This design comes from an exercise in tuning for small area on the open sky130 flow, not from production work.
The RTL was checked by simulation tests, not by an equivalence proof against the original design.
No activity file was given, so power comes from the tool's default toggle rates.

Setup of build 88:
Design Game_trinity, start of the top module:
module Game_trinity (SW, B1, B2, CLK, RST, LED, HEX0, HEX1, HEX2, HEX3, HEX4, HEX5);
clock: 10.0 ns
lec_check: 0
abc_area: 1
cap_margin: 20
core_margin: 2
core_utilization: 40
place_density: 0.6
slew_margin: 20
standard.sh (not shown) runs the stock make flow with config.mk's settings and CLKGATE_MAP_FILE= SYNTH_SCRIPT=/design/flow/synth_recipe.tcl, a recipe that flattens the netlist after the stock synthesis.
==> flow/flow/run.sh <==
#!/bin/bash
# The standard layout, with the port buffers made of the smallest buffer cell and a clock
# tree of a few small buffers (each cluster of registers gets one buffer; no dummy loads).
set -euo pipefail
bash standard.sh finish \
  BUFFER_PORTS_ARGS="-buffer_cell sky130_fd_sc_hd__buf_1" \
  CTS_ARGS="-sink_clustering_enable -repair_clock_nets -sink_clustering_size 32 -sink_clustering_max_diameter 200 -buf_list sky130_fd_sc_hd__clkbuf_4 -root_buf sky130_fd_sc_hd__clkbuf_4 -dont_use_dummy_load" \
  > standard_flow.log 2>&1
Build 88 | stages: all done | timing, DRC, antenna: all pass
### build 88 -> build 23
==> flow/run.sh (new file) <==
#!/bin/bash
# synth_recipe.tcl (not shown) runs the flow's synth.tcl, then flattens the netlist and writes it again
# the make line also repeats each setting of config.mk as NAME=value (left out here)
make -C /OpenROAD-flow-scripts/flow DESIGN_CONFIG=/design/flow/config.mk WORK_HOME=/design/flow/orfs CLKGATE_MAP_FILE= SYNTH_SCRIPT=/design/flow/synth_recipe.tcl finish
removed: flow/flow/run.sh
removed: flow/standard.sh
[summary]
The run showing the smaller via count of the first global-routing pass is build 23. Comparing build 88 and build 23, the lower share of cells above drive strength 1 was measured on build 88. The fraction of the cycle the final worst path needs in build 23 sits 7.3 points above the value recorded for build 88.
Changes in build 55 relative to build 23:
Settings: CTS_CLUSTER_DIAMETER now 100, previously not set; CTS_CLUSTER_SIZE now 30, previously not set; CTS_BUF_LIST now sky130_fd_sc_hd__clkbuf_4 sky130_fd_sc_hd__clkbuf_8, previously not set.
==> flow/flow/run.sh (new file) <==
#!/bin/bash
# The standard layout, with the port buffers made of the smallest buffer cell.
set -euo pipefail
bash standard.sh finish BUFFER_PORTS_ARGS="-buffer_cell sky130_fd_sc_hd__buf_1" > standard_flow.log 2>&1
==> flow/standard.sh (new file) <==
#!/bin/bash
# synth_recipe.tcl (not shown) runs the flow's synth.tcl, then flattens the netlist and writes it again
# the make line also repeats each setting of config.mk as NAME=value (left out here)
make -C /OpenROAD-flow-scripts/flow DESIGN_CONFIG=/design/flow/config.mk WORK_HOME=/design/flow/orfs CLKGATE_MAP_FILE= SYNTH_SCRIPT=/design/flow/synth_recipe.tcl "${@:-finish}"
removed: flow/run.sh
==> notes.md <==
Highest clock rate delta (build 55 − build 23): favourable
Via density per instance: build 55 vs build 23 up 1.1%
Build 55 against build 23: total power now sits lower; routed length on met1 now sits at about the same level.

* * *

Another version of the RTL of Game_trinity (not shown whole).
Size in the first run: about 910 cells after synthesis, roughly 6300 µm² of cells after synthesis.
==> flow/config.mk <==
export PLATFORM = sky130hd
export DESIGN_NAME = Game_trinity
export DESIGN_NICKNAME = Game_trinity
export VERILOG_FILES = /design/flow/design.v
export SDC_FILE = /design/flow/constraint.sdc
export NUM_CORES = 4
export LEC_CHECK = 0
export ABC_AREA = 1
export CAP_MARGIN = 20
export CORE_MARGIN = 2
export CORE_UTILIZATION = 55
export GPL_TIMING_DRIVEN = 0
export PLACE_DENSITY = 0.65
export SLEW_MARGIN = 20
==> flow/constraint.sdc <==
create_clock -name core_clock -period 10.0 [get_ports {CLK}]
set_input_delay 2.0000 -clock core_clock [delete_from_list [all_inputs] [get_ports {CLK}]]
set_output_delay 2.0000 -clock core_clock [all_outputs]
set_load 0.01 [all_outputs]
==> flow/flow/run.sh <==
#!/bin/bash
# Standard synthesis, then the combinational logic re-mapped for area (registers untouched,
# proven equivalent), then the standard layout with the smallest buffer cell on the ports and
# a clock tree of small buffers without dummy loads.
set -euo pipefail
YOSYS=$FLOW_HOME/../tools/install/yosys/bin/yosys
R=orfs/results/$FLOW_PLATFORM/Game_trinity/base
export RESYN_LIB=$FLOW_HOME/platforms/$FLOW_PLATFORM/lib/sky130_fd_sc_hd__tt_025C_1v80.lib
export RESYN_TOP=$FLOW_TOP RESYN_IN=$PWD/resyn_in.v RESYN_OUT=$PWD/resyn_out.v RESYN_SCRIPT=$PWD/flow/resyn.abc

bash standard.sh synth > 1_standard_synth.log 2>&1
cp $R/1_2_yosys.v resyn_in.v
$YOSYS -c flow/resyn.tcl > 2_resyn.log 2>&1
$YOSYS -c flow/eqchk.tcl > 3_resyn_equiv.log 2>&1
cp resyn_out.v $R/1_2_yosys.v
rm -f $R/1_synth.odb $R/1_synth.sdc
bash standard.sh finish \
  BUFFER_PORTS_ARGS="-buffer_cell sky130_fd_sc_hd__buf_1" \
  CTS_ARGS="-sink_clustering_enable -repair_clock_nets -sink_clustering_size 32 -sink_clustering_max_diameter 200 -buf_list sky130_fd_sc_hd__clkbuf_4 -root_buf sky130_fd_sc_hd__clkbuf_8 -dont_use_dummy_load" \
  > 4_standard_finish.log 2>&1
==> flow/flow/resyn.tcl <==
# Re-map the combinational logic of the standard synthesis netlist with a stronger
# area-oriented ABC script. The flip-flop instances (names, cells, Q nets) are kept as they are.
yosys -import
set lib $::env(RESYN_LIB)
read_liberty -ignore_miss_func $lib
read_verilog $::env(RESYN_IN)
hierarchy -top $::env(RESYN_TOP)
foreach ff [list sky130_fd_sc_hd__dfxtp_1 sky130_fd_sc_hd__dfxtp_2 sky130_fd_sc_hd__dfxtp_4] {
  setattr -mod -set keep_hierarchy 1 $ff
}
yosys rename -hide c:_*
flatten
opt_clean -purge
stat
abc -liberty $lib -script $::env(RESYN_SCRIPT) -dont_use *lpflow* -dont_use *probe*
opt_clean -purge
hilomap -singleton -hicell sky130_fd_sc_hd__conb_1 HI -locell sky130_fd_sc_hd__conb_1 LO
splitnets
insbuf -buf sky130_fd_sc_hd__buf_1 A X
opt_clean -purge
stat -liberty $lib
select -module $::env(RESYN_TOP)
write_verilog -noexpr -noattr -nohex -nodec -selected $::env(RESYN_OUT)
Other scripts of this flow, unchanged in this note and not shown: flow/flow/eqchk.tcl, flow/flow/resyn.abc
The baseline completed with no timing, DRC or antenna violations.
Change:
--- a/flow/flow/resyn.tcl
+++ b/flow/flow/resyn.tcl
@@ -17,5 +17,5 @@
 hilomap -singleton -hicell sky130_fd_sc_hd__conb_1 HI -locell sky130_fd_sc_hd__conb_1 LO
 splitnets
-insbuf -buf sky130_fd_sc_hd__buf_1 A X
+insbuf -buf sky130_fd_sc_hd__buf_4 A X
 opt_clean -purge
 stat -liberty $lib
--- a/flow/config.mk
+++ b/flow/config.mk
@@ -9,6 +9,5 @@
 export CAP_MARGIN = 20
 export CORE_MARGIN = 2
-export CORE_UTILIZATION = 55
-export GPL_TIMING_DRIVEN = 0
-export PLACE_DENSITY = 0.65
+export CORE_UTILIZATION = 40
+export PLACE_DENSITY = 0.6
 export SLEW_MARGIN = 20
Outcome: Cell count went up by 6.0%. Via count went down by 2.6%. Routed wire length went up by 2.2%. Sequential share of layout area went down by 0.48 points. Area after synthesis is about the same. Setup slack improved by 0.13 ns. Final area went up by 1.4%. Hold slack improved by 0.0035 ns. Global-route usage went down by 7.3 points. Critical path depth went down by 6.
Change:
--- a/flow/flow/resyn.tcl
+++ b/flow/flow/resyn.tcl
@@ -9,5 +9,4 @@
   setattr -mod -set keep_hierarchy 1 $ff
 }
-yosys rename -hide c:_*
 flatten
 opt_clean -purge
=> The changed run went through all stages and came out clean; sequential share of layout area goes down by 0.34 points; routed wire length goes up by 1.5%; global-route usage barely changes; cell count goes up by about 1%; clock-buffer cell count stays the same; setup slack loses 0.78 ns.

## static timing again, ports no longer ideal
How much do the figures lean on ideal ports? The routed layouts below were timed once more, with nothing changed but the port constraints. Step 1 sets driving cells, clkbuf_16 on the clock port and buf_2 on the other inputs (assumed; they add their load-dependent delay and slew). Step 2 moves the port delays by t, midway between the first and last clock arrival at a register: inputs arrive t later, outputs are due t later. That takes back most of the time a late clock gives input paths. Three values: no drivers, after step 1, after step 2; two values: the first two.
run	shift t [ns]	setup slack, ns	worst hold slack (ns)	worst setup path at the end	worst slew at a driven data input, ns
build 88	0.547	3.908 / 3.884 / 3.884	0.412 / 0.412 / 0.412	input to output	0.04
build 23	0.453	3.179 / 3.154 / 3.154	0.410 / 0.410 / 0.410	input to output	0.04
build 55	0.475	3.908 / 3.884 / 3.884	0.411 / 0.411 / 0.411	input to output	0.04
the first run of note 2	0.444	3.600 / 3.563 / 3.590	0.415 / 0.415 / 0.415	input to output	0.04
the second run of note 2	0.429	3.726 / 3.687 / 3.798	0.418 / 0.418 / 0.418	input to output	0.04
the third run of note 2	0.427	2.945 / 2.907 / 3.335	0.412 / 0.412 / 0.412	register to output	0.04
After both steps setup and hold are still met in every run listed. For build 23, which loses most, drivers alone change the setup slack by -0.025 ns; drivers and shift together by -0.025 ns.
